From an optimization exercise on the open Yosys and OpenROAD flow, aimed at small area; shortcuts taken in it are not production practice. At most, simulation tests tie the RTL to the original design; equivalence was not proved. Power and IR drop assume default switching activity.

==> flow/design.v (excerpt) <==
module cpu # (
	parameter	ADDR_WIDTH = 12,
	parameter 	REG_WIDTH = 16
	)(
	input  wire	clk,
	input  wire	rst,
	input  wire	[15:0] data_mem2cpu,
	output wire	[15:0] data_cpu2mem,
	output wire	[ADDR_WIDTH-1:0] addr_cpu2mem,
	output wire	mem_en,
	output wire	mem_rd_en,
	output wire	mem_wr_en
	);
Size: about 1100 cells after synthesis, roughly 390 flip-flops.
==> flow/config.mk <==
export PLATFORM = sky130hd
export DESIGN_NAME = cpu
export DESIGN_NICKNAME = cpu
export VERILOG_FILES = /design/flow/design.v
export SDC_FILE = /design/flow/constraint.sdc
export NUM_CORES = 4
export LEC_CHECK = 0
export CAP_MARGIN = 0
export CORE_MARGIN = 2
export CORE_UTILIZATION = 55
export PLACE_DENSITY = 0.7
export SLEW_MARGIN = 0
==> flow/constraint.sdc <==
create_clock -name core_clock -period 7.0 [get_ports {clk}]
set_input_delay 1.4000 -clock core_clock [delete_from_list [all_inputs] [get_ports {clk}]]
set_output_delay 1.4000 -clock core_clock [all_outputs]
set_load 0.01 [all_outputs]
standard.sh (not shown) runs the stock make flow with config.mk's settings and CLKGATE_MAP_FILE= SYNTH_SCRIPT=/design/flow/synth_recipe.tcl, a recipe that flattens the netlist after the stock synthesis.
==> flow/flow/run.sh <==
#!/bin/bash
# Own layout flow: the standard flow (standard.sh) with
#  - port buffers: the smallest buffer cell
#  - clock tree: large sink clusters driven by clkbuf_16, no dummy loads
# Each make run's full output goes to a log file in the work folder.
set -euo pipefail
W=$(pwd)
cat > "$W/area_synth.tcl" <<EOF
proc abc {args} {
  set out {}
  set skip 0
  foreach a \$args {
    if {\$skip} {
      set skip 0
      if {[string match *retime* \$a]} { lappend out -script \$a } else { lappend out -script $W/flow/area.abc }
      continue
    }
    if {\$a eq "-script"} { set skip 1; continue }
    lappend out \$a
  }
  yosys abc {*}\$out
}
source $W/synth_recipe.tcl
EOF
sed "s#SYNTH_SCRIPT=[^ ]*#SYNTH_SCRIPT=$W/area_synth.tcl#" "$W/standard.sh" > "$W/area_standard.sh"
grep -q "SYNTH_SCRIPT=$W/area_synth.tcl" "$W/area_standard.sh"
export BUFFER_PORTS_ARGS="-buffer_cell sky130_fd_sc_hd__buf_1"
export CTS_ARGS="-sink_clustering_enable -repair_clock_nets -dont_use_dummy_load -sink_clustering_size 24 -sink_clustering_max_diameter 80 -buf_list sky130_fd_sc_hd__clkbuf_16"
bash "$W/area_standard.sh" > "$W/flow_make.log" 2>&1
==> flow/flow/area.abc <==
strash
&get -n
&fraig -x
&put
scorr
dc2
strash
&get -n
&dch -f
&nf -R 1000
&put
Change:
--- a/flow/design.v
+++ b/flow/design.v
@@ -39,40 +39,38 @@
 	reg  [10:0] wq;
 	reg         fv;			 
 	reg         dR;			 
 	reg         d_we;		 
 	reg  [15:0] r_res;
 	reg         r_take;
 	reg  [3:0]  r_wa;
 	reg  [1:0]  r_cls;
 	reg  [15:0] rd2;
-	reg  [15:0] alu;
 	reg         tb;			 
 	reg  [15:0] e_wd;
-	reg  [3:0]  e_wa;
 	reg  [1:0]  e_cls;
 	reg  [15:0] rf0, rf1, rf2, rf3, rf4, rf5, rf6, rf7;
 	reg  [15:0] rf8, rf9, rf10, rf11, rf12, rf13, rf14;
 	wire        cnt4  = (cnt == 3'd4);
 	wire [15:1] pcinc = pc + 15'd1;
 	always @(posedge clk) begin
 		if (rst || cnt4 || tb) cnt <= 3'd0;
 		else                   cnt <= cnt + 3'd1;
 		if (rst)       pc <= 15'd0;
-		else if (tb)   pc <= alu[15:1];
+		else if (tb)   pc <= r_res[15:1];
 		else if (cnt4) pc <= pcinc;
 		f_pcp <= pcinc;
-		f_alu <= alu;
+		f_alu <= r_res;
 		f_m2r <= (e_cls == E_LD);
-		f_wa  <= e_wa;
+		f_wa  <= r_wa;
 		f_we  <= e_cls[0];
 	end
-	assign addr_cpu2mem = e_cls[1] ? {1'b0, alu[11:1]} : {1'b0, pc[11:1]};
+	assign addr_cpu2mem = e_cls[1] ? {1'b0, r_res[11:1]} : {1'b0, pc[11:1]};
 	assign data_cpu2mem = {e_wd[7:0], e_wd[15:8]};
 	assign mem_en       = 1'b1;
 	assign mem_wr_en    = (e_cls == E_ST);
 	assign mem_rd_en    = ~mem_wr_en;
 	wire        fetch = (cnt == 3'd1) && !f_m2r;
 	reg  [3:0]  cls;
 	always @(*) begin
 		casez (din[15:10])
 			6'b10101?: cls = C_ADDSP;
@@ -176,22 +174,22 @@
 		case (c_op)
 			C_ADDSP, C_SUBSP, C_MOVS, C_MOV, C_ADDS: ecls_n = E_WR;
 			C_LDRPC, C_LDR: ecls_n = E_LD;
 			C_STR:          ecls_n = E_ST;
 			default:        ecls_n = E_NULL;
 		endcase
 	end
 	always @(posedge clk) begin
 		if (rst || !d_we) rd2 <= v2 & {16{~rst}};	 
-		r_res <= sum;
+		if (c_op != C_NULL) begin
+			r_res <= sum;
+			r_wa  <= wa_n;
+		end
 		r_take <= rst ? 1'b0 : take;
-		r_wa  <= wa_n;
 		r_cls <= rst ? E_NULL : ecls_n;
 	end
 	always @(posedge clk) begin
-		alu   <= r_res;
 		tb    <= rst ? 1'b0 : r_take;
 		e_wd  <= rst ? 16'd0 : rd2;
-		e_wa  <= r_wa;
 		e_cls <= rst ? E_NULL : r_cls;
 	end
 endmodule
=> Maximum frequency rises by 1.1%; sequential share of layout area falls by 0.23 points; clock power falls by about 5%; hold slack gets better by 0.022 ns; global-route usage rises by 0.49 points; count of clock-buffer cells in the layout falls by 1; via count falls by 0.77%.
No functional check of the RTL was part of the first run of this note.

Setup of run A:
Another version of the RTL of cpu (not shown whole).
Size: about 1,100 cells after synthesis, roughly 370 flip-flops, roughly 15,000 um2 of cells after synthesis.
export LEC_CHECK = 0
export CAP_MARGIN = 0
export CORE_MARGIN = 2
export CORE_UTILIZATION = 55
export PLACE_DENSITY = 0.7
export SLEW_MARGIN = 0
create_clock -name core_clock -period 7.0 [get_ports {clk}]
==> flow/flow/area.abc <==
strash
dc2
dc2
&get -n
&deepsyn -T 60
&put
&get -n
&dch -f
&nf -R 1000
&put
Scripts as last shown in full above: flow/flow/run.sh
## Diff of input files: run P against run A
--- a/flow/design.v
+++ b/flow/design.v
@@ -47,21 +47,22 @@
 	reg  [15:0] rd2;
 	reg         tb;			 
 	reg  [15:0] e_wd;
 	reg  [1:0]  e_cls;
 	reg  [15:0] rf0, rf1, rf2, rf3, rf4, rf5, rf6, rf7;
 	reg  [15:0] rf8, rf9, rf10, rf11, rf12, rf13, rf14;
 	wire        cnt4  = (cnt == 3'd4);
+	wire [15:1] pcinc = pc + 15'd1;
 	always @(posedge clk) begin
 		if (rst || cnt4 || tb) cnt <= 3'd0;
 		else                   cnt <= cnt + 3'd1;
 		if (rst)       pc <= 15'd0;
 		else if (tb)   pc <= r_res[15:1];
-		else if (cnt4) pc <= sum[15:1];
-		f_pcp <= sum[15:1];
+		else if (cnt4) pc <= pcinc;
+		f_pcp <= pcinc;
 		f_alu <= r_res;
 		f_m2r <= (e_cls == E_LD);
 		f_wa  <= r_wa;
 		f_we  <= e_cls[0];
 	end
 	assign addr_cpu2mem = e_cls[1] ? {1'b0, r_res[11:1]} : {1'b0, pc[11:1]};
 	assign data_cpu2mem = {e_wd[7:0], e_wd[15:8]};
@@ -135,30 +136,29 @@
 		v2 = 16'd0;
 		for (k = 0; k < 16; k = k + 1)
 			v2 = v2 | (rfa[k*16 +: 16] & {16{a2 == k}});
 	end
 	wire [10:0] b = d_imm;
 	wire ldpc_c = b[1] | (b[3] & ~b[0]);
 	reg  [15:0] opb;
-	wire [15:0] opa = c_op[3] ? (c_op[2] ? {pcp, 1'b0} : rf13) : (c_op[2] ? lo1 : (c_op[1:0] == 2'b00) ? {pc, 1'b0} : 16'd0);
+	wire [15:0] opa = c_op[3] ? (c_op[2] ? {pcp, 1'b0} : rf13) : (c_op[2] ? lo1 : 16'd0);
 	reg         cin;
 	always @(*) begin
 		opb = 16'd0; cin = 1'b0;
 		case (c_op)
 			C_ADDSP: begin opb = {6'd0, b[7:0], 2'b00}; end
 			C_SUBSP: begin opb = ~{9'd0, b[4:0], 2'b00}; cin = 1'b1; end
 			C_MOVS:  begin opb = {8'd0, b[7:0]}; end
 			C_MOV:   begin opb = v2; end
 			C_ADDS:  opb = {13'd0, b[8:6]};
 			C_LDRPC: begin opb = {6'd0, b[7:0], ldpc_c, 1'b0}; end
 			C_LDR, C_STR: opb = {9'd0, b[10:6], 2'b00};
 			C_BN:    begin opb = {4'd0, b[10:0], 1'b1}; cin = 1'b1; end
 			C_BLEN:  begin opb = {7'h7f, b[7:0], 1'b1}; cin = 1'b1; end
 			C_CMP:   begin opb = 16'd1; cin = 1'b1; end
-			C_NULL:  opb = 16'd2;
 			default: ;
 		endcase
 	end
 	wire [15:0] sum  = opa + opb + {15'd0, cin};
 	wire        take = (c_op == C_BN) || (c_op == C_BLEN) || ((c_op == C_CMP) && ge);
 	reg [3:0] wa_n;
 	always @(*) begin
Results
Run P has more setup slack than run A. Delta (run P minus run A): critical path depth dropped 2; overall power consumption dropped 0.50%; cell area after placement barely changed; fraction of power consumed by combinational cells dropped 0.6 points; synthesized area barely changed. Run A -> run P: full die area flat.
No run of this note included a check of the RTL's function; only the layout flow was run.

Setup of job 101:
cpu, a different RTL version from the one above (not shown whole).
For scale: roughly 1,600 cells after synthesis, about 430 flip-flops, about 49 I/O pins, roughly 0.019 mm2 of cells after synthesis.
make LEC_CHECK=0 CAP_MARGIN=20 CORE_MARGIN=2 CORE_UTILIZATION=40 SLEW_MARGIN=20 finish   # period 7.0 ns
run.sh (not shown) runs the stock make flow with config.mk's settings and CLKGATE_MAP_FILE= SYNTH_SCRIPT=/design/flow/synth_recipe.tcl, a recipe that flattens the netlist after the stock synthesis.
Stock flow here: none of the scripts above is used.
The inputs of job 102 differ from those of job 101 as listed below.
--- a/flow/design.v
+++ b/flow/design.v
@@ -86,49 +86,52 @@
 			6'b11100?: cls = C_BN;
 			6'b00101?: cls = C_CMP;
 			6'b110111: cls = C_BLEN;
 			default:   cls = C_NULL;
 		endcase
 	end
 	always @(posedge clk) begin
 		c_op <= fetch ? cls : C_NULL;
 		wq   <= fetch ? din[10:0] : 11'd0;
 		dR   <= rst;
 		d_we <= rst ? 1'b0 : f_we;
 	end
-	wire [15:0] wd  = f_m2r ? din : f_alu;
-	wire [15:0] wdz = wd & {16{~rst}};		 
-	wire [15:0] wd1 = {wdz[15:1], wd[0] | rst};	 
-	wire [15:0] wda = {wdz[15:8], wd[7] | rst, wdz[6], wd[5] | rst, wdz[4:0]};	 
-	wire [14:0] wsel;
-	genvar gi;
-	generate for (gi = 0; gi < 15; gi = gi + 1) begin : g_we
-		assign wsel[gi] = rst | (f_we & (f_wa == gi));
-	end endgenerate
-	always @(posedge clk) begin
-		if (wsel[0])  rf0  <= wdz;
-		if (wsel[1])  rf1  <= wdz;
-		if (wsel[2])  rf2  <= wd1;
-		if (wsel[3])  rf3  <= wd1;
-		if (wsel[4])  rf4  <= wdz;
-		if (wsel[5])  rf5  <= wdz;
-		if (wsel[6])  rf6  <= wdz;
-		if (wsel[7])  rf7  <= wdz;
-		if (wsel[8])  rf8  <= wdz;
-		if (wsel[9])  rf9  <= wdz;
-		if (wsel[10]) rf10 <= wdz;
-		if (wsel[11]) rf11 <= wdz;
-		if (wsel[12]) rf12 <= wdz;
-		if (wsel[13]) rf13 <= wda;
-		if (wsel[14]) rf14 <= wdz;
+	wire [15:0] wd = f_m2r ? din : f_alu;
+	wire        wen = f_we && !rst;
+	always @(posedge clk) begin
+		if (rst) begin
+			rf0 <= 16'd0; rf1 <= 16'd0; rf2 <= 16'd1; rf3 <= 16'd1;
+			rf4 <= 16'd0; rf5 <= 16'd0; rf6 <= 16'd0; rf7 <= 16'd0;
+			rf8 <= 16'd0; rf9 <= 16'd0; rf10 <= 16'd0; rf11 <= 16'd0;
+			rf12 <= 16'd0; rf13 <= 16'h00a0; rf14 <= 16'd0;
+		end else if (f_we) begin
+			case (f_wa)
+				4'd0:  rf0  <= wd;
+				4'd1:  rf1  <= wd;
+				4'd2:  rf2  <= wd;
+				4'd3:  rf3  <= wd;
+				4'd4:  rf4  <= wd;
+				4'd5:  rf5  <= wd;
+				4'd6:  rf6  <= wd;
+				4'd7:  rf7  <= wd;
+				4'd8:  rf8  <= wd;
+				4'd9:  rf9  <= wd;
+				4'd10: rf10 <= wd;
+				4'd11: rf11 <= wd;
+				4'd12: rf12 <= wd;
+				4'd13: rf13 <= wd;
+				4'd14: rf14 <= wd;
+				default: ;
+			endcase
+		end
 	end
 	wire [10:0] d_imm = dR ? 11'd0 : wq;
 	wire [15:0] pcv   = dR ? 16'd0 : {f_pcp, 1'b0};
 	wire        c_sp  = (c_op == C_ADDSP) || (c_op == C_SUBSP);
 	reg  [15:0] lo1;
 	always @(*) begin
 		case ((c_op == C_CMP) ? wq[10:8] : d_imm[5:3])
 			3'd0: lo1 = rf0;
 			3'd1: lo1 = rf1;
 			3'd2: lo1 = rf2;
 			3'd3: lo1 = rf3;
 			3'd4: lo1 = rf4;
==> notes.md <==
Diff job 101 -> job 102 | row count | up by a few percent
Of job 102 and job 101, it is job 102 that has the higher die span in y.
Between job 101 and job 102, delay contributed by the slowest stage of the critical path decreased.
Between job 101 and job 102, the multi-input logic cell count is lower for job 101.
The HPWL reported at the end of detailed placement reported for job 102 is greater than that of job 101 by about 20%.
On share of synthesized cell area in and, or, nand and nor gates: job 102 sits above job 101.
When job 102 is set beside job 101, its area taken by flip-flops and latches turns out to be about 21% smaller.
Relative to job 101, chip width increased by about 3.2% in job 102.

==> separate check: timing with driven ports <==
No port has a modelled driver above. Below, the same layouts with a new extraction and two added sets of constraints. Step 1 (the two cells are an assumption about what drives the block):
set clk [get_ports {clk}]
set_driving_cell -lib_cell sky130_fd_sc_hd__clkbuf_16 $clk
set_driving_cell -lib_cell sky130_fd_sc_hd__buf_2 [delete_from_list [all_inputs] $clk]
Step 2 moves the port delays by t, midway between the first and last clock arrival at a register: inputs arrive t later, outputs are due t later. That takes back most of the time a late clock gives input paths. Three values: ideal ports, drivers, drivers and shift; two values: the first two.
| run | shift t [ns] | setup slack, ns | hold slack, ns |
|---|---|---|---|
| the first run of note 1 | 0.577 | 0.740 / 0.740 / 0.740 | 0.330 / 0.330 / 0.330 |
| the second run of note 1 | 0.578 | 0.808 / 0.808 / 0.808 | 0.352 / 0.352 / 0.352 |
| run A | 0.570 | 0.586 / 0.586 / 0.586 | 0.349 / 0.349 / 0.349 |
| run P | 0.573 | 0.754 / 0.754 / 0.754 | 0.345 / 0.345 / 0.345 |
| job 101 | 0.643 | 2.429 / 2.429 / 2.429 | 0.328 / 0.328 / 0.328 |
| job 102 | 0.635 | 2.612 / 2.612 / 2.612 | 0.324 / 0.324 / 0.324 |
After both steps setup and hold are still met in every run listed.
